Background: an optimization exercise with open tools, aiming at small area, a short achievable clock period and few clock cycles. Do not read the settings as production practice. No run shown here included a check of the RTL's function; only the layout flow was run.

### flow/run.sh
#!/bin/bash
# The standard layout (the standard.sh, unchanged steps and settings),
# except that the port buffers that global placement inserts on every
# input and output are the small sky130_fd_sc_hd__buf_1 instead of the
# buffer cell the resizer would pick by default.
set -euo pipefail
export BUFFER_PORTS_ARGS="-buffer_cell sky130_fd_sc_hd__buf_1"
bash standard.sh > standard.log 2>&1
### standard.sh
#!/bin/bash
# synth_recipe.tcl (not shown) runs the flow's synth.tcl, then flattens the netlist and writes it again
# the make line also repeats each setting of config.mk as NAME=value (left out here)
make -C /OpenROAD-flow-scripts/flow DESIGN_CONFIG=/design/flow/config.mk WORK_HOME=/design/flow/orfs CLKGATE_MAP_FILE= SYNTH_SCRIPT=/design/flow/synth_recipe.tcl "${@:-finish}"
### config.mk
export PLATFORM = sky130hd
export DESIGN_NAME = taylor_sine
export DESIGN_NICKNAME = taylor_sine
export VERILOG_FILES = /design/flow/design.v
export SDC_FILE = /design/flow/constraint.sdc
export NUM_CORES = 4
export LEC_CHECK = 0
export CAP_MARGIN = 20
export CORE_MARGIN = 2
export CORE_UTILIZATION = 65
export CTS_BUF_LIST = sky130_fd_sc_hd__clkbuf_8
export SETUP_SLACK_MARGIN = 4.5
export SLEW_MARGIN = 20
### constraint.sdc
create_clock -name core_clock -period 10.0 [get_ports {clock}]
set_input_delay 2.0000 -clock core_clock [delete_from_list [all_inputs] [get_ports {clock}]]
set_output_delay 2.0000 -clock core_clock [all_outputs]
set_load 0.01 [all_outputs]
### design.v
module taylor_sine(
    input clock,
    input reset,
    input start_in,
    input signed [11:0] x_in,
    output reg ready_out,
    output [11:0] sin_out
);
reg armed;
reg [5:1] ph;           
reg [11:0] t, h;         
wire [11:0] n2 = h;
reg [5:0] b_one, b_two, b_neg;    
wire idle = ~|ph;
wire go   = idle && armed && start_in;
wire [10:0] u = ~n2[10:0];
wire big = (u >= 11'd1624 && u < 11'd1632) || (u >= 11'd1654 && u < 11'd1864) ||
           (u >= 11'd1868 && u < 11'd1912) || (u >= 11'd1916 && u < 11'd1918) ||
           (u >= 11'd1954 && u < 11'd1962);
wire n2_pos = !n2[11] && (n2[10:0] != 11'd0);
wire m3 = n2_pos && t[11];
wire signed [11:0] c0 = t;
wire m12 = n2[11] && (c0 <= -12'sd49);
wire [1:0] m = m3 ? 2'd3 : m12 ? (big ? 2'd2 : 2'd1) : 2'd0;
wire [11:0] bnext = (go | ph[1]) ? x_in : ph[2] ? 12'd171 : ph[3] ? n2 :
                    ph[4] ? 12'd51 : 12'd1024;
reg [5:0] e_one, e_two, e_neg;
reg bm1;
integer i;
always @(*) begin
    for (i = 0; i < 6; i = i + 1) begin
        bm1 = (i == 0) ? 1'b0 : bnext[2*i-1];
        e_one[i] = bnext[2*i] ^ bm1;
        e_two[i] = (bnext[2*i+1] & ~bnext[2*i] & ~bm1) | (~bnext[2*i+1] & bnext[2*i] & bm1);
        e_neg[i] = bnext[2*i+1];
    end
end
reg [12:0] e0, e1, e2, e3, e4, e5;
reg [12:0] v;
always @(*) begin
    for (i = 0; i < 6; i = i + 1) begin
        v = b_one[i] ? {t[11], t} : b_two[i] ? {t, 1'b0} : 13'd0;
        if (i == 5 && ph[5]) v = {1'b0, h};
        case (i)
            0: e0 = v ^ {13{b_neg[i]}};
            1: e1 = v ^ {13{b_neg[i]}};
            2: e2 = v ^ {13{b_neg[i]}};
            3: e3 = v ^ {13{b_neg[i]}};
            4: e4 = v ^ {13{b_neg[i]}};
            default: e5 = v ^ {13{b_neg[i]}};
        endcase
    end
end
wire hs0 = e0[10] ^ e1[8];
wire hc0 = e0[10] & e1[8];
wire hs1 = e0[11] ^ e1[9];
wire hc1 = e0[11] & e1[9];
wire hs2 = e0[12] ^ e1[10];
wire hc2 = e0[12] & e1[10];
wire hs3 = e0[12] ^ e1[11];
wire hc3 = e0[12] & e1[11];
wire hs4 = ~e0[12] ^ ~e1[12];
wire hc4 = ~e0[12] & ~e1[12];
wire hs5 = e0[6] ^ e1[4];
wire hc5 = e0[6] & e1[4];
wire hs6 = e0[7] ^ e1[5];
wire hc6 = e0[7] & e1[5];
wire fs7 = e0[8] ^ e1[6] ^ e2[4];
wire fc7 = (e0[8] & e1[6]) | (e0[8] & e2[4]) | (e1[6] & e2[4]);
wire hs8 = e3[2] ^ e4[0];
wire hc8 = e3[2] & e4[0];
wire fs9 = e0[9] ^ e1[7] ^ e2[5];
wire fc9 = (e0[9] & e1[7]) | (e0[9] & e2[5]) | (e1[7] & e2[5]);
wire hs10 = e3[3] ^ e4[1];
wire hc10 = e3[3] & e4[1];
wire fs11 = hs0 ^ e2[6] ^ e3[4];
wire fc11 = (hs0 & e2[6]) | (hs0 & e3[4]) | (e2[6] & e3[4]);
wire fs12 = e4[2] ^ e5[0] ^ b_neg[5];
wire fc12 = (e4[2] & e5[0]) | (e4[2] & b_neg[5]) | (e5[0] & b_neg[5]);
wire fs13 = hs1 ^ e2[7] ^ e3[5];
wire fc13 = (hs1 & e2[7]) | (hs1 & e3[5]) | (e2[7] & e3[5]);
wire fs14 = e4[3] ^ e5[1] ^ hc0;
wire fc14 = (e4[3] & e5[1]) | (e4[3] & hc0) | (e5[1] & hc0);
wire fs15 = hs2 ^ e2[8] ^ e3[6];
wire fc15 = (hs2 & e2[8]) | (hs2 & e3[6]) | (e2[8] & e3[6]);
wire fs16 = e4[4] ^ e5[2] ^ hc1;
wire fc16 = (e4[4] & e5[2]) | (e4[4] & hc1) | (e5[2] & hc1);
wire fs17 = hs3 ^ e2[9] ^ e3[7];
wire fc17 = (hs3 & e2[9]) | (hs3 & e3[7]) | (e2[9] & e3[7]);
wire fs18 = e4[5] ^ e5[3] ^ hc2;
wire fc18 = (e4[5] & e5[3]) | (e4[5] & hc2) | (e5[3] & hc2);
wire fs19 = hs4 ^ e2[10] ^ e3[8];
wire fc19 = (hs4 & e2[10]) | (hs4 & e3[8]) | (e2[10] & e3[8]);
wire fs20 = e4[6] ^ e5[4] ^ hc3;
wire fc20 = (e4[6] & e5[4]) | (e4[6] & hc3) | (e5[4] & hc3);
wire fs21 = 1'b1 ^ e2[11] ^ e3[9];
wire fc21 = (1'b1 & e2[11]) | (1'b1 & e3[9]) | (e2[11] & e3[9]);
wire fs22 = e4[7] ^ e5[5] ^ hc4;
wire fc22 = (e4[7] & e5[5]) | (e4[7] & hc4) | (e5[5] & hc4);
wire fs23 = ~e2[12] ^ e3[10] ^ e4[8];
wire fc23 = (~e2[12] & e3[10]) | (~e2[12] & e4[8]) | (e3[10] & e4[8]);
wire hs24 = 1'b1 ^ e3[11];
wire hc24 = 1'b1 & e3[11];
wire hs25 = e0[4] ^ e1[2];
wire hc25 = e0[4] & e1[2];
wire hs26 = e0[5] ^ e1[3];
wire hc26 = e0[5] & e1[3];
wire fs27 = hs5 ^ e2[2] ^ e3[0];
wire fc27 = (hs5 & e2[2]) | (hs5 & e3[0]) | (e2[2] & e3[0]);
wire fs28 = hs6 ^ e2[3] ^ e3[1];
wire fc28 = (hs6 & e2[3]) | (hs6 & e3[1]) | (e2[3] & e3[1]);
wire fs29 = fs7 ^ hs8 ^ b_neg[4];
wire fc29 = (fs7 & hs8) | (fs7 & b_neg[4]) | (hs8 & b_neg[4]);
wire fs30 = fs9 ^ hs10 ^ fc7;
wire fc30 = (fs9 & hs10) | (fs9 & fc7) | (hs10 & fc7);
wire fs31 = fs11 ^ fs12 ^ fc9;
wire fc31 = (fs11 & fs12) | (fs11 & fc9) | (fs12 & fc9);
wire fs32 = fs13 ^ fs14 ^ fc11;
wire fc32 = (fs13 & fs14) | (fs13 & fc11) | (fs14 & fc11);
wire fs33 = fs15 ^ fs16 ^ fc13;
wire fc33 = (fs15 & fs16) | (fs15 & fc13) | (fs16 & fc13);
wire fs34 = fs17 ^ fs18 ^ fc15;
wire fc34 = (fs17 & fs18) | (fs17 & fc15) | (fs18 & fc15);
wire fs35 = fs19 ^ fs20 ^ fc17;
wire fc35 = (fs19 & fs20) | (fs19 & fc17) | (fs20 & fc17);
wire fs36 = fs21 ^ fs22 ^ fc19;
wire fc36 = (fs21 & fs22) | (fs21 & fc19) | (fs22 & fc19);
wire fs37 = fs23 ^ e5[6] ^ fc21;
wire fc37 = (fs23 & e5[6]) | (fs23 & fc21) | (e5[6] & fc21);
wire fs38 = hs24 ^ e4[9] ^ e5[7];
wire fc38 = (hs24 & e4[9]) | (hs24 & e5[7]) | (e4[9] & e5[7]);
wire fs39 = ~e3[12] ^ e4[10] ^ e5[8];
wire fc39 = (~e3[12] & e4[10]) | (~e3[12] & e5[8]) | (e4[10] & e5[8]);
wire hs40 = 1'b1 ^ e4[11];
wire hc40 = 1'b1 & e4[11];
wire hs41 = e0[2] ^ e1[0];
wire hc41 = e0[2] & e1[0];
wire hs42 = e0[3] ^ e1[1];
wire hc42 = e0[3] & e1[1];
wire fs43 = hs25 ^ e2[0] ^ b_neg[2];
wire fc43 = (hs25 & e2[0]) | (hs25 & b_neg[2]) | (e2[0] & b_neg[2]);
wire fs44 = hs26 ^ e2[1] ^ hc25;
wire fc44 = (hs26 & e2[1]) | (hs26 & hc25) | (e2[1] & hc25);
wire fs45 = fs27 ^ b_neg[3] ^ hc26;
wire fc45 = (fs27 & b_neg[3]) | (fs27 & hc26) | (b_neg[3] & hc26);
wire fs46 = fs28 ^ hc5 ^ fc27;
wire fc46 = (fs28 & hc5) | (fs28 & fc27) | (hc5 & fc27);
wire fs47 = fs29 ^ hc6 ^ fc28;
wire fc47 = (fs29 & hc6) | (fs29 & fc28) | (hc6 & fc28);
wire fs48 = fs30 ^ hc8 ^ fc29;
wire fc48 = (fs30 & hc8) | (fs30 & fc29) | (hc8 & fc29);
wire fs49 = fs31 ^ hc10 ^ fc30;
wire fc49 = (fs31 & hc10) | (fs31 & fc30) | (hc10 & fc30);
wire fs50 = fs32 ^ fc12 ^ fc31;
wire fc50 = (fs32 & fc12) | (fs32 & fc31) | (fc12 & fc31);
wire fs51 = fs33 ^ fc14 ^ fc32;
wire fc51 = (fs33 & fc14) | (fs33 & fc32) | (fc14 & fc32);
wire fs52 = fs34 ^ fc16 ^ fc33;
wire fc52 = (fs34 & fc16) | (fs34 & fc33) | (fc16 & fc33);
wire fs53 = fs35 ^ fc18 ^ fc34;
wire fc53 = (fs35 & fc18) | (fs35 & fc34) | (fc18 & fc34);
wire fs54 = fs36 ^ fc20 ^ fc35;
wire fc54 = (fs36 & fc20) | (fs36 & fc35) | (fc20 & fc35);
wire fs55 = fs37 ^ fc22 ^ fc36;
wire fc55 = (fs37 & fc22) | (fs37 & fc36) | (fc22 & fc36);
wire fs56 = fs38 ^ fc23 ^ fc37;
wire fc56 = (fs38 & fc23) | (fs38 & fc37) | (fc23 & fc37);
wire fs57 = fs39 ^ hc24 ^ fc38;
wire fc57 = (fs39 & hc24) | (fs39 & fc38) | (hc24 & fc38);
wire fs58 = hs40 ^ e5[9] ^ fc39;
wire fc58 = (hs40 & e5[9]) | (hs40 & fc39) | (e5[9] & fc39);
wire fs59 = ~e4[12] ^ e5[10] ^ hc40;
wire fc59 = (~e4[12] & e5[10]) | (~e4[12] & hc40) | (e5[10] & hc40);
wire hs60 = 1'b1 ^ e5[11];
wire hc60 = 1'b1 & e5[11];
wire [21:0] ps = {hs60, fs59, fs58, fs57, fs56, fs55, fs54, fs53, fs52, fs51, fs50, fs49, fs48, fs47, fs46, fs45, fs44, fs43, hs42, hs41, e0[1], e0[0]};
wire [21:0] pc = {fc59, fc58, fc57, fc56, fc55, fc54, fc53, fc52, fc51, fc50, fc49, fc48, fc47, fc46, fc45, fc44, fc43, hc42, hc41, b_neg[1], 1'b0, b_neg[0]};
wire res_g0 = ps[0] & pc[0];
wire res_p0 = ps[0] ^ pc[0];
wire res_g1 = ps[1] & pc[1];
wire res_p1 = ps[1] ^ pc[1];
wire res_g2 = ps[2] & pc[2];
wire res_p2 = ps[2] ^ pc[2];
wire res_g3 = ps[3] & pc[3];
wire res_p3 = ps[3] ^ pc[3];
wire res_g4 = ps[4] & pc[4];
wire res_p4 = ps[4] ^ pc[4];
wire res_g5 = ps[5] & pc[5];
wire res_p5 = ps[5] ^ pc[5];
wire res_g6 = ps[6] & pc[6];
wire res_p6 = ps[6] ^ pc[6];
wire res_g7 = ps[7] & pc[7];
wire res_p7 = ps[7] ^ pc[7];
wire res_g8 = ps[8] & pc[8];
wire res_p8 = ps[8] ^ pc[8];
wire res_g9 = ps[9] & pc[9];
wire res_p9 = ps[9] ^ pc[9];
wire res_g10 = ps[10] & pc[10];
wire res_p10 = ps[10] ^ pc[10];
wire res_g11 = ps[11] & pc[11];
wire res_p11 = ps[11] ^ pc[11];
wire res_g12 = ps[12] & pc[12];
wire res_p12 = ps[12] ^ pc[12];
wire res_g13 = ps[13] & pc[13];
wire res_p13 = ps[13] ^ pc[13];
wire res_g14 = ps[14] & pc[14];
wire res_p14 = ps[14] ^ pc[14];
wire res_g15 = ps[15] & pc[15];
wire res_p15 = ps[15] ^ pc[15];
wire res_g16 = ps[16] & pc[16];
wire res_p16 = ps[16] ^ pc[16];
wire res_g17 = ps[17] & pc[17];
wire res_p17 = ps[17] ^ pc[17];
wire res_g18 = ps[18] & pc[18];
wire res_p18 = ps[18] ^ pc[18];
wire res_g19 = ps[19] & pc[19];
wire res_p19 = ps[19] ^ pc[19];
wire res_g20 = ps[20] & pc[20];
wire res_p20 = ps[20] ^ pc[20];
wire res_g21 = ps[21] & pc[21];
wire res_p21 = ps[21] ^ pc[21];
wire res_G0 = res_g1 | (res_p1 & res_g0);
wire res_P0 = res_p1 & res_p0;
wire res_G1 = res_g3 | (res_p3 & res_g2);
wire res_P1 = res_p3 & res_p2;
wire res_G2 = res_g5 | (res_p5 & res_g4);
wire res_P2 = res_p5 & res_p4;
wire res_G3 = res_g7 | (res_p7 & res_g6);
wire res_P3 = res_p7 & res_p6;
wire res_G4 = res_g9 | (res_p9 & res_g8);
wire res_P4 = res_p9 & res_p8;
wire res_G5 = res_g11 | (res_p11 & res_g10);
wire res_P5 = res_p11 & res_p10;
wire res_G6 = res_g13 | (res_p13 & res_g12);
wire res_P6 = res_p13 & res_p12;
wire res_G7 = res_g15 | (res_p15 & res_g14);
wire res_P7 = res_p15 & res_p14;
wire res_G8 = res_g17 | (res_p17 & res_g16);
wire res_P8 = res_p17 & res_p16;
wire res_G9 = res_g19 | (res_p19 & res_g18);
wire res_P9 = res_p19 & res_p18;
wire res_G10 = res_g21 | (res_p21 & res_g20);
wire res_P10 = res_p21 & res_p20;
wire res_G11 = res_g2 | (res_p2 & res_G0);
wire res_P11 = res_p2 & res_P0;
wire res_G12 = res_G1 | (res_P1 & res_G0);
wire res_P12 = res_P1 & res_P0;
wire res_G13 = res_g6 | (res_p6 & res_G2);
wire res_P13 = res_p6 & res_P2;
wire res_G14 = res_G3 | (res_P3 & res_G2);
wire res_P14 = res_P3 & res_P2;
wire res_G15 = res_g10 | (res_p10 & res_G4);
wire res_P15 = res_p10 & res_P4;
wire res_G16 = res_G5 | (res_P5 & res_G4);
wire res_P16 = res_P5 & res_P4;
wire res_G17 = res_g14 | (res_p14 & res_G6);
wire res_P17 = res_p14 & res_P6;
wire res_G18 = res_G7 | (res_P7 & res_G6);
wire res_P18 = res_P7 & res_P6;
wire res_G19 = res_g18 | (res_p18 & res_G8);
wire res_P19 = res_p18 & res_P8;
wire res_G20 = res_G9 | (res_P9 & res_G8);
wire res_P20 = res_P9 & res_P8;
wire res_G21 = res_g4 | (res_p4 & res_G12);
wire res_P21 = res_p4 & res_P12;
wire res_G22 = res_G2 | (res_P2 & res_G12);
wire res_P22 = res_P2 & res_P12;
wire res_G23 = res_G13 | (res_P13 & res_G12);
wire res_P23 = res_P13 & res_P12;
wire res_G24 = res_G14 | (res_P14 & res_G12);
wire res_P24 = res_P14 & res_P12;
wire res_G25 = res_g12 | (res_p12 & res_G16);
wire res_P25 = res_p12 & res_P16;
wire res_G26 = res_G6 | (res_P6 & res_G16);
wire res_P26 = res_P6 & res_P16;
wire res_G27 = res_G17 | (res_P17 & res_G16);
wire res_P27 = res_P17 & res_P16;
wire res_G28 = res_G18 | (res_P18 & res_G16);
wire res_P28 = res_P18 & res_P16;
wire res_G29 = res_g20 | (res_p20 & res_G20);
wire res_P29 = res_p20 & res_P20;
wire res_G30 = res_G10 | (res_P10 & res_G20);
wire res_P30 = res_P10 & res_P20;
wire res_G31 = res_g8 | (res_p8 & res_G24);
wire res_P31 = res_p8 & res_P24;
wire res_G32 = res_G4 | (res_P4 & res_G24);
wire res_P32 = res_P4 & res_P24;
wire res_G33 = res_G15 | (res_P15 & res_G24);
wire res_P33 = res_P15 & res_P24;
wire res_G34 = res_G16 | (res_P16 & res_G24);
wire res_P34 = res_P16 & res_P24;
wire res_G35 = res_G25 | (res_P25 & res_G24);
wire res_P35 = res_P25 & res_P24;
wire res_G36 = res_G26 | (res_P26 & res_G24);
wire res_P36 = res_P26 & res_P24;
wire res_G37 = res_G27 | (res_P27 & res_G24);
wire res_P37 = res_P27 & res_P24;
wire res_G38 = res_G28 | (res_P28 & res_G24);
wire res_P38 = res_P28 & res_P24;
wire res_G39 = res_g16 | (res_p16 & res_G38);
wire res_P39 = res_p16 & res_P38;
wire res_G40 = res_G8 | (res_P8 & res_G38);
wire res_P40 = res_P8 & res_P38;
wire res_G41 = res_G19 | (res_P19 & res_G38);
wire res_P41 = res_P19 & res_P38;
wire res_G42 = res_G20 | (res_P20 & res_G38);
wire res_P42 = res_P20 & res_P38;
wire res_G43 = res_G29 | (res_P29 & res_G38);
wire res_P43 = res_P29 & res_P38;
wire res_G44 = res_G30 | (res_P30 & res_G38);
wire res_P44 = res_P30 & res_P38;
wire [11:0] res = {(res_p21 ^ res_G43), (res_p20 ^ res_G42), (res_p19 ^ res_G41), (res_p18 ^ res_G40), (res_p17 ^ res_G39), (res_p16 ^ res_G38), (res_p15 ^ res_G37), (res_p14 ^ res_G36), (res_p13 ^ res_G35), (res_p12 ^ res_G34), (res_p11 ^ res_G33), (res_p10 ^ res_G32)};
wire [11:0] acc_k = {10'h3ff, ~m};
wire [11:0] acc_a = x_in ^ t ^ acc_k;
wire [11:0] acc_b = {(x_in[10:0] & t[10:0]) | (x_in[10:0] & acc_k[10:0]) | (t[10:0] & acc_k[10:0]), 1'b0};
wire acc_sum_g0 = (acc_a[0] & acc_b[0]) | ((acc_a[0] ^ acc_b[0]) & 1'b1);
wire acc_sum_p0 = acc_a[0] ^ acc_b[0];
wire acc_sum_g1 = acc_a[1] & acc_b[1];
wire acc_sum_p1 = acc_a[1] ^ acc_b[1];
wire acc_sum_g2 = acc_a[2] & acc_b[2];
wire acc_sum_p2 = acc_a[2] ^ acc_b[2];
wire acc_sum_g3 = acc_a[3] & acc_b[3];
wire acc_sum_p3 = acc_a[3] ^ acc_b[3];
wire acc_sum_g4 = acc_a[4] & acc_b[4];
wire acc_sum_p4 = acc_a[4] ^ acc_b[4];
wire acc_sum_g5 = acc_a[5] & acc_b[5];
wire acc_sum_p5 = acc_a[5] ^ acc_b[5];
wire acc_sum_g6 = acc_a[6] & acc_b[6];
wire acc_sum_p6 = acc_a[6] ^ acc_b[6];
wire acc_sum_g7 = acc_a[7] & acc_b[7];
wire acc_sum_p7 = acc_a[7] ^ acc_b[7];
wire acc_sum_g8 = acc_a[8] & acc_b[8];
wire acc_sum_p8 = acc_a[8] ^ acc_b[8];
wire acc_sum_g9 = acc_a[9] & acc_b[9];
wire acc_sum_p9 = acc_a[9] ^ acc_b[9];
wire acc_sum_g10 = acc_a[10] & acc_b[10];
wire acc_sum_p10 = acc_a[10] ^ acc_b[10];
wire acc_sum_g11 = acc_a[11] & acc_b[11];
wire acc_sum_p11 = acc_a[11] ^ acc_b[11];
wire acc_sum_G0 = acc_sum_g1 | (acc_sum_p1 & acc_sum_g0);
wire acc_sum_P0 = acc_sum_p1 & acc_sum_p0;
wire acc_sum_G1 = acc_sum_g3 | (acc_sum_p3 & acc_sum_g2);
wire acc_sum_P1 = acc_sum_p3 & acc_sum_p2;
wire acc_sum_G2 = acc_sum_g5 | (acc_sum_p5 & acc_sum_g4);
wire acc_sum_P2 = acc_sum_p5 & acc_sum_p4;
wire acc_sum_G3 = acc_sum_g7 | (acc_sum_p7 & acc_sum_g6);
wire acc_sum_P3 = acc_sum_p7 & acc_sum_p6;
wire acc_sum_G4 = acc_sum_g9 | (acc_sum_p9 & acc_sum_g8);
wire acc_sum_P4 = acc_sum_p9 & acc_sum_p8;
wire acc_sum_G5 = acc_sum_g11 | (acc_sum_p11 & acc_sum_g10);
wire acc_sum_P5 = acc_sum_p11 & acc_sum_p10;
wire acc_sum_G6 = acc_sum_G1 | (acc_sum_P1 & acc_sum_G0);
wire acc_sum_P6 = acc_sum_P1 & acc_sum_P0;
wire acc_sum_G7 = acc_sum_G3 | (acc_sum_P3 & acc_sum_G2);
wire acc_sum_P7 = acc_sum_P3 & acc_sum_P2;
wire acc_sum_G8 = acc_sum_G5 | (acc_sum_P5 & acc_sum_G4);
wire acc_sum_P8 = acc_sum_P5 & acc_sum_P4;
wire acc_sum_G9 = acc_sum_G7 | (acc_sum_P7 & acc_sum_G6);
wire acc_sum_P9 = acc_sum_P7 & acc_sum_P6;
wire acc_sum_G10 = acc_sum_G8 | (acc_sum_P8 & acc_sum_G9);
wire acc_sum_P10 = acc_sum_P8 & acc_sum_P9;
wire acc_sum_G11 = acc_sum_G2 | (acc_sum_P2 & acc_sum_G6);
wire acc_sum_P11 = acc_sum_P2 & acc_sum_P6;
wire acc_sum_G12 = acc_sum_G4 | (acc_sum_P4 & acc_sum_G9);
wire acc_sum_P12 = acc_sum_P4 & acc_sum_P9;
wire acc_sum_G13 = acc_sum_g2 | (acc_sum_p2 & acc_sum_G0);
wire acc_sum_P13 = acc_sum_p2 & acc_sum_P0;
wire acc_sum_G14 = acc_sum_g4 | (acc_sum_p4 & acc_sum_G6);
wire acc_sum_P14 = acc_sum_p4 & acc_sum_P6;
wire acc_sum_G15 = acc_sum_g6 | (acc_sum_p6 & acc_sum_G11);
wire acc_sum_P15 = acc_sum_p6 & acc_sum_P11;
wire acc_sum_G16 = acc_sum_g8 | (acc_sum_p8 & acc_sum_G9);
wire acc_sum_P16 = acc_sum_p8 & acc_sum_P9;
wire acc_sum_G17 = acc_sum_g10 | (acc_sum_p10 & acc_sum_G12);
wire acc_sum_P17 = acc_sum_p10 & acc_sum_P12;
wire [11:0] acc_sum = {(acc_sum_p11 ^ acc_sum_G17), (acc_sum_p10 ^ acc_sum_G12), (acc_sum_p9 ^ acc_sum_G16), (acc_sum_p8 ^ acc_sum_G9), (acc_sum_p7 ^ acc_sum_G15), (acc_sum_p6 ^ acc_sum_G11), (acc_sum_p5 ^ acc_sum_G14), (acc_sum_p4 ^ acc_sum_G6), (acc_sum_p3 ^ acc_sum_G13), (acc_sum_p2 ^ acc_sum_G0), (acc_sum_p1 ^ acc_sum_g0), (acc_sum_p0 ^ 1'b1)};
always @(posedge clock) begin
    if (reset) begin
        ready_out <= 1'b0;
        armed <= 1'b1;
        ph <= 5'd0;
    end else begin
        ph <= {ph[4:1], go};
        if (go) begin
            ready_out <= 1'b0;
            armed <= 1'b0;
        end else if (ph[5]) begin
            ready_out <= 1'b1;
        end else if (idle && !start_in) begin
            armed <= 1'b1;
        end
    end
end
always @(posedge clock) begin
    b_one <= e_one;
    b_two <= e_two;
    b_neg <= e_neg;
    if (ph[1]) h <= ~res;
    if (ph[4]) h <= acc_sum;
    t <= go ? x_in : res ^ {12{ph[1]}};
end
assign sin_out = t;
endmodule
==> impl_metrics.json, run 1 <==
{
  "synth-main-ff-cell": "dfxtp_1",
  "async_reset_ff_share_pct": 0,
  "grt_pass1_vias": 5143,
  "min_path_type": "register to register",
  "synth_area_leader_cell": "fa_1",
  "dr.first_iter.drc_count": 402,
  "crit_path_end_kind": "register",
  "yosysMostFrequentCell": "inv_1",
  "yosys.area.top_type_share_pct": 16.22,
  "syn-num-nets": 886,
  "clockBufferDepth": 2,
  "vias": 5311,
  "grt_max_degree": 27,
  "ys_ff_latch": 49,
  "synth_warnings": 1,
  "antenna_found_initial": 0,
  "chipWidth_um": 102.4,
  "cts_buffers": 5,
  "hold_viol_final": 0,
  "fin_crit_ps": 5330,
  "drv_slew": 0,
  "syn2layout_area_growth_pct": 4.313,
  "wl_um": 16430,
  "relSlewSlack_pct": 44.03,
  "drc": 0,
  "critPathKind": "input port to register",
  "dr.pass1.iters": 5,
  "nets": 877,
  "clk_pin_slew_ps": 100,
  "post-dp-hpwl_um": 12900,
  "htree_levels": 2,
  "synth_edf_count": 12,
  "fin_worst_skew_ps": 15.27,
  "tightest_slew_ps": 838.4,
  "timing.setup.tns_ps": 0,
  "grt_remaining_overflow": 0,
  "grt_usage_pct": 33.29,
  "grt_pass1_wl_um": 26590,
  "synth_top_cells_by_count": "104 x inv_1, 99 x nand2_1, 60 x xnor2_1",
  "clockRootBuffer": "clkbuf_8",
  "crit_path_start_kind": "input port",
  "antenna_cells": 0,
  "setup_viol": 0,
  "stdcell_count": 891,
  "port_buffers": 27,
  "utilization_pct": 70.40,
  "start_util_pct": 67.48,
  "n_fill_cell": 784,
  "crit_fanout": 4,
  "status": "timing/DRC/antenna clean",
  "fin_crit_sh_pct": 53.30,
  "rows": 35,
  "rsz0062_at_grt": "yes",
  "crit_required_ps": 10080,
  "core-area_um2": 9328,
  "wl_per_cell_um": 18.44,
  "gp_congestion": 0.9648,
  "dpl.cell_count": 882,
  "clk_latency_ps": 320,
  "tritoncts": "built",
  "netlist_area_um2": 6295,
  "ys_seq_area_share_pct": 17.49,
  "synth_cells": 770,
  "ant_nets": 0,
  "fmax_ghz": 0.1876,
  "avgSynthCellArea_um2": 8.175,
  "dieHeight_um": 102.4,
  "via_per_inst": 5.961,
  "arrival_ps": 5410,
  "layout-drive-gt1-share_pct": 7.087,
  "clock-sinks": 49,
  "yosysUniqueCellTypes": 57,
  "ios": 28,
  "design.die.area_um2": 10490,
  "max_cap_violations": 0,
  "synth_area_leaders": "fa_1 16%, dfxtp_1 12%, ha_1 9.9%"
}
critical path, cell delays in order:
cell and delay, ps:
buf_1 140, inv_1 100, fa_1 550, inv_1 60, fa_1 450, a21o_1 190
a21oi_1 300, o21bai_1 110, a21oi_1 260, nor2_1 90, a211oi_2 270, o21a_1 200
fa_1 190, xnor2_1 130, xnor2_1 90, mux2_2 260
placed cells by master (no fill, tap or decap), types with 3 or more instances in the layout:
| cell type | count |
|---|---|
| inv_1 | 104 |
| nand2_1 | 99 |
| xnor2_1 | 60 |
| o21ai_0 | 56 |
| fa_1 | 51 |
| ha_1 | 50 |
| a22oi_1 | 40 |
| xor2_1 | 38 |
| a21oi_1 | 33 |
| buf_1 | 27 |
| nor2_1 | 23 |
| dfxtp_1 | 21 |
| dfxtp_2 | 13 |
| edfxtp_1 | 12 |
| nand3_1 | 8 |
| nor2b_1 | 6 |
| mux2i_1 | 6 |
| o21a_1 | 6 |
| nor3_1 | 6 |
| clkbuf_8 | 6 |
| mux2_2 | 5 |
| a21o_1 | 5 |
| o211ai_1 | 5 |
| and3_1 | 5 |
| buf_4 | 5 |
| nor2b_4 | 4 |
| or2_2 | 4 |
| or3_1 | 4 |
| o21bai_1 | 4 |
| a211oi_1 | 4 |
| nand4_1 | 3 |
| a31oi_1 | 3 |
| o22ai_1 | 3 |
| dfxtp_4 | 3 |
logic make-up after synthesis:
logic type | share of synthesized area [%]
muxes | 1.849
AOI/OAI and AO/OA | 18.98
buffers and inverters | 9.481
DFF | 17.49
and+or+nand+nor | 12.40
adders and majority gates | 26.16
xor gates and xnor gates | 13.64
repair_timing:
action | 4_1_cts | 5_1_grt
setup endpoints to repair | 7 | 12
pin swaps | 0 | 1
hold buffers | 0 | 0
setup buffers | 0 | 1
resized for setup | 12 | 19
area by class of cell:
cell class	count	area, um2	area share, %
clock buffer	6	82.58	1.258
clock inverter	2	13.76	0.2096
inverter	105	394.1	6.002
multi-input combinational	568	4647	70.77
sequential	49	1129	17.19
tap	129	161.4	2.458
timing repair buffer	32	138.9	2.115
state kept, by name, summed over array words and instances (netlist names):
name / count
armed: 1
b_neg: 6
b_one: 6
b_two: 6
h: 12
ph: 5
ready_out: 1
t: 12
stage by stage:
step / instance area, um2 / setup slack (ps) / hold slack (ps)
after floorplan: 6295 / 4807 / 472.5
after global placement: 6385 / 4348 / 485.4
after detailed placement: 6385 / 4172 / 513.6
after CTS: 6507 / 4519 / 532.3
after global routing: 6566 / 4465 / 566.0
final: 6566 / 4670 / 530.0
routing by layer:
| metal | vias up | routed length, um | GRT usage [%] |
|---|---|---|---|
| met5 | - | 0 | 0 |
| met4 | 0 | 286 | 9.231 |
| met3 | 27 | 1219 | 3.967 |
| met2 | 210 | 7943 | 55.97 |
| met1 | 2519 | 6980 | 45.57 |
| li1 | 2555 | - | - |
worst paths after layout:
check                                        start                  to  slack [ps]  cells past startpoint
worst min register to register  armed$_SDFFE_PP1P_  armed$_SDFFE_PP1P_         530                      2
worst max-delay path                       x_in[1]     h[11]$_DFFE_PP_        4670                     16
worst min-delay path            armed$_SDFFE_PP1P_  armed$_SDFFE_PP1P_         530                      2
worst max register to register    b_two[1]$_DFF_P_     h[10]$_DFFE_PP_        4770                     18
==> run 2, diff against run 1 <==
--- a/design.v
+++ b/design.v
@@ -9,6 +9,5 @@
 reg armed;
 reg [5:1] ph;           
-reg [11:0] t, h;         
-wire [11:0] n2 = h;
+reg [11:0] t, n2, acc;
 reg [5:0] b_one, b_two, b_neg;    
 wire idle = ~|ph;
@@ -20,9 +19,7 @@
 wire n2_pos = !n2[11] && (n2[10:0] != 11'd0);
 wire m3 = n2_pos && t[11];
-wire signed [11:0] c0 = t;
-wire m12 = n2[11] && (c0 <= -12'sd49);
+wire m12 = n2[11] && ($signed(t) <= -12'sd49);
 wire [1:0] m = m3 ? 2'd3 : m12 ? (big ? 2'd2 : 2'd1) : 2'd0;
-wire [11:0] bnext = (go | ph[1]) ? x_in : ph[2] ? 12'd171 : ph[3] ? n2 :
-                    ph[4] ? 12'd51 : 12'd1024;
+wire [11:0] bnext = (idle | ph[1]) ? x_in : ph[2] ? 12'd171 : ph[3] ? n2 : 12'd51;
 reg [5:0] e_one, e_two, e_neg;
 reg bm1;
@@ -41,5 +38,4 @@
     for (i = 0; i < 6; i = i + 1) begin
         v = b_one[i] ? {t[11], t} : b_two[i] ? {t, 1'b0} : 13'd0;
-        if (i == 5 && ph[5]) v = {1'b0, h};
         case (i)
             0: e0 = v ^ {13{b_neg[i]}};
@@ -76,26 +72,26 @@
 wire fs11 = hs0 ^ e2[6] ^ e3[4];
 wire fc11 = (hs0 & e2[6]) | (hs0 & e3[4]) | (e2[6] & e3[4]);
-wire fs12 = e4[2] ^ e5[0] ^ b_neg[5];
-wire fc12 = (e4[2] & e5[0]) | (e4[2] & b_neg[5]) | (e5[0] & b_neg[5]);
+wire fs12 = e4[2] ^ (e5[0] | acc[0]) ^ b_neg[5];
+wire fc12 = (e4[2] & (e5[0] | acc[0])) | (e4[2] & b_neg[5]) | ((e5[0] | acc[0]) & b_neg[5]);
 wire fs13 = hs1 ^ e2[7] ^ e3[5];
 wire fc13 = (hs1 & e2[7]) | (hs1 & e3[5]) | (e2[7] & e3[5]);
-wire fs14 = e4[3] ^ e5[1] ^ hc0;
-wire fc14 = (e4[3] & e5[1]) | (e4[3] & hc0) | (e5[1] & hc0);
+wire fs14 = e4[3] ^ (e5[1] | acc[1]) ^ hc0;
+wire fc14 = (e4[3] & (e5[1] | acc[1])) | (e4[3] & hc0) | ((e5[1] | acc[1]) & hc0);
 wire fs15 = hs2 ^ e2[8] ^ e3[6];
 wire fc15 = (hs2 & e2[8]) | (hs2 & e3[6]) | (e2[8] & e3[6]);
-wire fs16 = e4[4] ^ e5[2] ^ hc1;
-wire fc16 = (e4[4] & e5[2]) | (e4[4] & hc1) | (e5[2] & hc1);
+wire fs16 = e4[4] ^ (e5[2] | acc[2]) ^ hc1;
+wire fc16 = (e4[4] & (e5[2] | acc[2])) | (e4[4] & hc1) | ((e5[2] | acc[2]) & hc1);
 wire fs17 = hs3 ^ e2[9] ^ e3[7];
 wire fc17 = (hs3 & e2[9]) | (hs3 & e3[7]) | (e2[9] & e3[7]);
-wire fs18 = e4[5] ^ e5[3] ^ hc2;
-wire fc18 = (e4[5] & e5[3]) | (e4[5] & hc2) | (e5[3] & hc2);
+wire fs18 = e4[5] ^ (e5[3] | acc[3]) ^ hc2;
+wire fc18 = (e4[5] & (e5[3] | acc[3])) | (e4[5] & hc2) | ((e5[3] | acc[3]) & hc2);
 wire fs19 = hs4 ^ e2[10] ^ e3[8];
 wire fc19 = (hs4 & e2[10]) | (hs4 & e3[8]) | (e2[10] & e3[8]);
-wire fs20 = e4[6] ^ e5[4] ^ hc3;
-wire fc20 = (e4[6] & e5[4]) | (e4[6] & hc3) | (e5[4] & hc3);
+wire fs20 = e4[6] ^ (e5[4] | acc[4]) ^ hc3;
+wire fc20 = (e4[6] & (e5[4] | acc[4])) | (e4[6] & hc3) | ((e5[4] | acc[4]) & hc3);
 wire fs21 = 1'b1 ^ e2[11] ^ e3[9];
 wire fc21 = (1'b1 & e2[11]) | (1'b1 & e3[9]) | (e2[11] & e3[9]);
-wire fs22 = e4[7] ^ e5[5] ^ hc4;
-wire fc22 = (e4[7] & e5[5]) | (e4[7] & hc4) | (e5[5] & hc4);
+wire fs22 = e4[7] ^ (e5[5] | acc[5]) ^ hc4;
+wire fc22 = (e4[7] & (e5[5] | acc[5])) | (e4[7] & hc4) | ((e5[5] | acc[5]) & hc4);
 wire fs23 = ~e2[12] ^ e3[10] ^ e4[8];
 wire fc23 = (~e2[12] & e3[10]) | (~e2[12] & e4[8]) | (e3[10] & e4[8]);
@@ -126,10 +122,10 @@
 wire fs36 = fs21 ^ fs22 ^ fc19;
 wire fc36 = (fs21 & fs22) | (fs21 & fc19) | (fs22 & fc19);
-wire fs37 = fs23 ^ e5[6] ^ fc21;
-wire fc37 = (fs23 & e5[6]) | (fs23 & fc21) | (e5[6] & fc21);
-wire fs38 = hs24 ^ e4[9] ^ e5[7];
-wire fc38 = (hs24 & e4[9]) | (hs24 & e5[7]) | (e4[9] & e5[7]);
-wire fs39 = ~e3[12] ^ e4[10] ^ e5[8];
-wire fc39 = (~e3[12] & e4[10]) | (~e3[12] & e5[8]) | (e4[10] & e5[8]);
+wire fs37 = fs23 ^ (e5[6] | acc[6]) ^ fc21;
+wire fc37 = (fs23 & (e5[6] | acc[6])) | (fs23 & fc21) | ((e5[6] | acc[6]) & fc21);
+wire fs38 = hs24 ^ e4[9] ^ (e5[7] | acc[7]);
+wire fc38 = (hs24 & e4[9]) | (hs24 & (e5[7] | acc[7])) | (e4[9] & (e5[7] | acc[7]));
+wire fs39 = ~e3[12] ^ e4[10] ^ (e5[8] | acc[8]);
+wire fc39 = (~e3[12] & e4[10]) | (~e3[12] & (e5[8] | acc[8])) | (e4[10] & (e5[8] | acc[8]));
 wire hs40 = 1'b1 ^ e4[11];
 wire hc40 = 1'b1 & e4[11];
@@ -168,10 +164,10 @@
 wire fs57 = fs39 ^ hc24 ^ fc38;
 wire fc57 = (fs39 & hc24) | (fs39 & fc38) | (hc24 & fc38);
-wire fs58 = hs40 ^ e5[9] ^ fc39;
-wire fc58 = (hs40 & e5[9]) | (hs40 & fc39) | (e5[9] & fc39);
-wire fs59 = ~e4[12] ^ e5[10] ^ hc40;
-wire fc59 = (~e4[12] & e5[10]) | (~e4[12] & hc40) | (e5[10] & hc40);
-wire hs60 = 1'b1 ^ e5[11];
-wire hc60 = 1'b1 & e5[11];
+wire fs58 = hs40 ^ (e5[9] | acc[9]) ^ fc39;
+wire fc58 = (hs40 & (e5[9] | acc[9])) | (hs40 & fc39) | ((e5[9] | acc[9]) & fc39);
+wire fs59 = ~e4[12] ^ (e5[10] | acc[10]) ^ hc40;
+wire fc59 = (~e4[12] & (e5[10] | acc[10])) | (~e4[12] & hc40) | ((e5[10] | acc[10]) & hc40);
+wire hs60 = 1'b1 ^ (e5[11] | acc[11]);
+wire hc60 = 1'b1 & (e5[11] | acc[11]);
 wire [21:0] ps = {hs60, fs59, fs58, fs57, fs56, fs55, fs54, fs53, fs52, fs51, fs50, fs49, fs48, fs47, fs46, fs45, fs44, fs43, hs42, hs41, e0[1], e0[0]};
 wire [21:0] pc = {fc59, fc58, fc57, fc56, fc55, fc54, fc53, fc52, fc51, fc50, fc49, fc48, fc47, fc46, fc45, fc44, fc43, hc42, hc41, b_neg[1], 1'b0, b_neg[0]};
@@ -350,29 +346,33 @@
 wire acc_sum_G5 = acc_sum_g11 | (acc_sum_p11 & acc_sum_g10);
 wire acc_sum_P5 = acc_sum_p11 & acc_sum_p10;
-wire acc_sum_G6 = acc_sum_G1 | (acc_sum_P1 & acc_sum_G0);
-wire acc_sum_P6 = acc_sum_P1 & acc_sum_P0;
-wire acc_sum_G7 = acc_sum_G3 | (acc_sum_P3 & acc_sum_G2);
-wire acc_sum_P7 = acc_sum_P3 & acc_sum_P2;
-wire acc_sum_G8 = acc_sum_G5 | (acc_sum_P5 & acc_sum_G4);
-wire acc_sum_P8 = acc_sum_P5 & acc_sum_P4;
-wire acc_sum_G9 = acc_sum_G7 | (acc_sum_P7 & acc_sum_G6);
-wire acc_sum_P9 = acc_sum_P7 & acc_sum_P6;
-wire acc_sum_G10 = acc_sum_G8 | (acc_sum_P8 & acc_sum_G9);
-wire acc_sum_P10 = acc_sum_P8 & acc_sum_P9;
-wire acc_sum_G11 = acc_sum_G2 | (acc_sum_P2 & acc_sum_G6);
-wire acc_sum_P11 = acc_sum_P2 & acc_sum_P6;
-wire acc_sum_G12 = acc_sum_G4 | (acc_sum_P4 & acc_sum_G9);
-wire acc_sum_P12 = acc_sum_P4 & acc_sum_P9;
-wire acc_sum_G13 = acc_sum_g2 | (acc_sum_p2 & acc_sum_G0);
-wire acc_sum_P13 = acc_sum_p2 & acc_sum_P0;
-wire acc_sum_G14 = acc_sum_g4 | (acc_sum_p4 & acc_sum_G6);
-wire acc_sum_P14 = acc_sum_p4 & acc_sum_P6;
-wire acc_sum_G15 = acc_sum_g6 | (acc_sum_p6 & acc_sum_G11);
-wire acc_sum_P15 = acc_sum_p6 & acc_sum_P11;
-wire acc_sum_G16 = acc_sum_g8 | (acc_sum_p8 & acc_sum_G9);
-wire acc_sum_P16 = acc_sum_p8 & acc_sum_P9;
-wire acc_sum_G17 = acc_sum_g10 | (acc_sum_p10 & acc_sum_G12);
-wire acc_sum_P17 = acc_sum_p10 & acc_sum_P12;
-wire [11:0] acc_sum = {(acc_sum_p11 ^ acc_sum_G17), (acc_sum_p10 ^ acc_sum_G12), (acc_sum_p9 ^ acc_sum_G16), (acc_sum_p8 ^ acc_sum_G9), (acc_sum_p7 ^ acc_sum_G15), (acc_sum_p6 ^ acc_sum_G11), (acc_sum_p5 ^ acc_sum_G14), (acc_sum_p4 ^ acc_sum_G6), (acc_sum_p3 ^ acc_sum_G13), (acc_sum_p2 ^ acc_sum_G0), (acc_sum_p1 ^ acc_sum_g0), (acc_sum_p0 ^ 1'b1)};
+wire acc_sum_G6 = acc_sum_g2 | (acc_sum_p2 & acc_sum_G0);
+wire acc_sum_P6 = acc_sum_p2 & acc_sum_P0;
+wire acc_sum_G7 = acc_sum_G1 | (acc_sum_P1 & acc_sum_G0);
+wire acc_sum_P7 = acc_sum_P1 & acc_sum_P0;
+wire acc_sum_G8 = acc_sum_g6 | (acc_sum_p6 & acc_sum_G2);
+wire acc_sum_P8 = acc_sum_p6 & acc_sum_P2;
+wire acc_sum_G9 = acc_sum_G3 | (acc_sum_P3 & acc_sum_G2);
+wire acc_sum_P9 = acc_sum_P3 & acc_sum_P2;
+wire acc_sum_G10 = acc_sum_g10 | (acc_sum_p10 & acc_sum_G4);
+wire acc_sum_P10 = acc_sum_p10 & acc_sum_P4;
+wire acc_sum_G11 = acc_sum_G5 | (acc_sum_P5 & acc_sum_G4);
+wire acc_sum_P11 = acc_sum_P5 & acc_sum_P4;
+wire acc_sum_G12 = acc_sum_g4 | (acc_sum_p4 & acc_sum_G7);
+wire acc_sum_P12 = acc_sum_p4 & acc_sum_P7;
+wire acc_sum_G13 = acc_sum_G2 | (acc_sum_P2 & acc_sum_G7);
+wire acc_sum_P13 = acc_sum_P2 & acc_sum_P7;
+wire acc_sum_G14 = acc_sum_G8 | (acc_sum_P8 & acc_sum_G7);
+wire acc_sum_P14 = acc_sum_P8 & acc_sum_P7;
+wire acc_sum_G15 = acc_sum_G9 | (acc_sum_P9 & acc_sum_G7);
+wire acc_sum_P15 = acc_sum_P9 & acc_sum_P7;
+wire acc_sum_G16 = acc_sum_g8 | (acc_sum_p8 & acc_sum_G15);
+wire acc_sum_P16 = acc_sum_p8 & acc_sum_P15;
+wire acc_sum_G17 = acc_sum_G4 | (acc_sum_P4 & acc_sum_G15);
+wire acc_sum_P17 = acc_sum_P4 & acc_sum_P15;
+wire acc_sum_G18 = acc_sum_G10 | (acc_sum_P10 & acc_sum_G15);
+wire acc_sum_P18 = acc_sum_P10 & acc_sum_P15;
+wire acc_sum_G19 = acc_sum_G11 | (acc_sum_P11 & acc_sum_G15);
+wire acc_sum_P19 = acc_sum_P11 & acc_sum_P15;
+wire [11:0] acc_sum = {(acc_sum_p11 ^ acc_sum_G18), (acc_sum_p10 ^ acc_sum_G17), (acc_sum_p9 ^ acc_sum_G16), (acc_sum_p8 ^ acc_sum_G15), (acc_sum_p7 ^ acc_sum_G14), (acc_sum_p6 ^ acc_sum_G13), (acc_sum_p5 ^ acc_sum_G12), (acc_sum_p4 ^ acc_sum_G7), (acc_sum_p3 ^ acc_sum_G6), (acc_sum_p2 ^ acc_sum_G0), (acc_sum_p1 ^ acc_sum_g0), (acc_sum_p0 ^ 1'b1)};
 always @(posedge clock) begin
     if (reset) begin
@@ -396,7 +396,8 @@
     b_two <= e_two;
     b_neg <= e_neg;
-    if (ph[1]) h <= ~res;
-    if (ph[4]) h <= acc_sum;
-    t <= go ? x_in : res ^ {12{ph[1]}};
+    acc <= ph[4] ? acc_sum : 12'd0;
+    if (go) t <= x_in;
+    if (ph[1]) n2 <= ~res;
+    if (ph[1] | ph[2] | ph[3] | ph[4] | ph[5]) t <= res ^ {12{ph[1]}};
 end
 assign sin_out = t;
==> run.sh (new file) <==
#!/bin/bash
# synth_recipe.tcl (not shown) runs the flow's synth.tcl, then flattens the netlist and writes it again
# the make line also repeats each setting of config.mk as NAME=value (left out here)
make -C /OpenROAD-flow-scripts/flow DESIGN_CONFIG=/design/flow/config.mk WORK_HOME=/design/flow/orfs CLKGATE_MAP_FILE= SYNTH_SCRIPT=/design/flow/synth_recipe.tcl finish
--- a/config.mk
+++ b/config.mk
@@ -10,4 +10,4 @@
 export CORE_UTILIZATION = 65
 export CTS_BUF_LIST = sky130_fd_sc_hd__clkbuf_8
-export SETUP_SLACK_MARGIN = 4.5
+export SETUP_SLACK_MARGIN = 4
 export SLEW_MARGIN = 20
removed: flow/run.sh
removed: standard.sh
==> run 2 against run 1 <==
Still clean. Sequential share of layout area rose by 3.7 points. Final cell count up 1.1%. Maximum frequency decreased by 5.9%. Routed wire length increased by 4.6%. Via count increased by 2.4%. First-iteration DRC count up 30%. Register-to-register slack worse by 430 ps. Die area is 3.5% higher. Critical path depth rose by 2. Area after synthesis up 3.6%.
==> impl_metrics.json, run 2 <==
{
  "status": "timing/DRC/antenna clean",
  "htree_levels": 3,
  "tritoncts": "built",
  "synth_top_cells_by_count": "98 x inv_1, 89 x nand2_1, 68 x xnor2_1",
  "layout_commonest_cell": "inv_1",
  "design.die.area_um2": 10850,
  "clock-sinks": 61,
  "postCtsSetupBuffers": 0,
  "post-dp-hpwl_um": 13040,
  "vias": 5436,
  "clk_latency_ps": 350,
  "rsz0062_at_grt": "no",
  "wl_per_cell_um": 19.08,
  "synth_area_leader_cell": "fa_1",
  "rows": 36,
  "grt_usage_pct": 33.06,
  "core-area_um2": 9774,
  "ios": 28,
  "yosysMostFrequentCell": "inv_1",
  "wl_um": 17190,
  "ctsResizeCount": 0,
  "layout-drive-gt1-share_pct": 4.297,
  "grt_max_degree": 29,
  "fin_crit_ps": 5665,
  "clk_pin_slew_ps": 80,
  "min_path_type": "register to register",
  "timing.setup.tns_ps": 0,
  "start_util_pct": 66.72,
  "crit_path_end_kind": "register",
  "gp_congestion": 0.9358,
  "ys_seq_area_share_pct": 22.41,
  "crit_path_start_kind": "register",
  "ant_nets": 0,
  "dieHeight_um": 104.2,
  "n_fill_cell": 787,
  "layout_common_cells": "98 x inv_1, 89 x nand2_1, 68 x xnor2_1, 53 x o21ai_0, 51 x ha_1",
  "antenna_found_initial": 0,
  "setup_viol": 0,
  "chipWidth_um": 104.2,
  "yosysUniqueCellTypes": 56,
  "fin_crit_sh_pct": 56.65,
  "yosys.area.top_type_share_pct": 15.35,
  "avgSynthCellArea_um2": 8.525,
  "utilization_pct": 71.52,
  "clockBufferDepth": 2,
  "dr.first_iter.drc_count": 522,
  "antenna_cells": 0,
  "cts_buffers": 9,
  "largest_registers": "acc x12, n2 x12, t x12",
  "cts_hold_buf": 0,
  "fin_worst_skew_ps": 9.932,
  "grt_pass1_wl_um": 27990,
  "synth_cells": 765,
  "grt_remaining_overflow": 0,
  "synth_area_leaders": "fa_1 15%, dfxtp_1 11%, edfxtp_1 11%",
  "hold_viol_final": 0,
  "syn-num-nets": 881,
  "critPathKind": "register to register",
  "netlist_area_um2": 6521,
  "arrival_ps": 5740,
  "synth-main-ff-cell": "dfxtp_1",
  "tightest_slew_ps": 904.7,
  "clockRootBuffer": "clkbuf_8",
  "crit_fanout": 15,
  "port_buffers": 27,
  "nets": 879,
  "synth_edf_count": 24,
  "via_per_inst": 6.033,
  "relSlewSlack_pct": 39.60,
  "drc": 0,
  "grt_pass1_vias": 5257,
  "max_cap_violations": 0,
  "synth_warnings": 1,
  "drv_slew": 0,
  "fmax_ghz": 0.1765,
  "dr.pass1.iters": 5,
  "async_reset_ff_share_pct": 0,
  "syn2layout_area_growth_pct": 7.195,
  "ys_ff_latch": 61,
  "hold_ws_ps": 480.5,
  "crit_required_ps": 10080
}
[run 2: cell count changes after synthesis, moves of 8 or more]
cell	before	now
and2_1	0	9
edfxtp_1	12	24
nand2_1	99	89
nand2b_1	2	10
xnor2_1	60	68
xor2_1	38	29
[run 2: metal layers]
metal | part of all wire [%] | global-route usage, %
met5 | 0 | 0
met1 | 40 | 44.12
met4 | 3.3 | 13.90
met3 | 8.2 | 3.947
met2 | 48 | 54.65
[run 2: through the flow]
stage	instance area [um2]	instances	setup WS [ps]
5_1_grt	6990	901	4001
4_1_cts	6990	901	4445
3_5_place_dp	6793	885	4455
3_3_place_gp	6793	885	4553
2_1_floorplan	6521	765	4932
6_report	6990	901	4335
[run 2: kinds of logic (layout without fill, tap and decap cells)]
family / after synthesis / count (layout) / share of synthesized area [%]
mux: 3 / 3 / 0.4797
fa+ha+maj: 101 / 101 / 25.13
buf+inv: 142 / 145 / 8.461
compound gates: 165 / 165 / 16.12
simple gates: 196 / 196 / 14.37
flops: 61 / 61 / 22.41
xor+xnor: 97 / 97 / 13.03
[run 2: final timing paths]
path	cells past startpoint	startpoint	slack [ps]	endpoint
worst max-delay path	18	t[11]$_DFFE_PP_	4340	t[9]$_DFFE_PP_
worst min-delay path	1	armed$_SDFFE_PP1P_	480	ready_out$_SDFFE_PP0P_
worst max register to register	18	t[11]$_DFFE_PP_	4340	t[9]$_DFFE_PP_
worst min register to register	1	armed$_SDFFE_PP1P_	480	ready_out$_SDFFE_PP0P_
[run 2: final cells by class]
type                       count  area [um2]  share of cell area (%)
timing repair buffer          28       277.8                   3.974
clock inverter                 7       73.82                   1.056
clock buffer                   9       123.9                   1.772
tap                          133       166.4                   2.381
multi-input combinational    562        4508                   64.49
inverter                     101       379.1                   5.423
sequential                    61        1461                   20.91
[run 2: worst max-delay path: stages (launching register included)]
cell and delay, ps:
edfxtp_1 760, o21ai_0 230, xnor2_1 320, inv_1 100, ha_1 330, fa_1 550
inv_1 60, fa_1 530, inv_1 60, fa_1 470, ha_1 390, and3_1 230
and3_1 190, nand3_1 80, o21ai_0 470, a21oi_1 180, xor2_1 200, a22oi_1 140
o21ai_0 110

[what the ideal ports hide]
How much do the figures lean on ideal ports? The routed layouts below were timed once more, with nothing changed but the port constraints. Step 1 (the two cells are an assumption about what drives the block):
set clk [get_ports {clock}]
set_driving_cell -lib_cell sky130_fd_sc_hd__clkbuf_16 $clk
set_driving_cell -lib_cell sky130_fd_sc_hd__buf_2 [delete_from_list [all_inputs] $clk]
Step 2 moves the port delays by t, midway between the first and last clock arrival at a register: inputs arrive t later, outputs are due t later. That takes back most of the time a late clock gives input paths. Three values: no drivers, after step 1, after step 2; two values: the first two.
run	t (ns)	setup slack, ns	slew at the worst register clock pin (ns)
run 1	0.342	4.670 / 4.674 / 4.333	0.10 / 0.10
run 2	0.375	4.335 / 4.335 / 4.335	0.08 / 0.08
After both steps setup and hold are still met in every run listed. For run 1, which loses most, drivers alone change the setup slack by +0.004 ns; drivers and shift together by -0.337 ns.
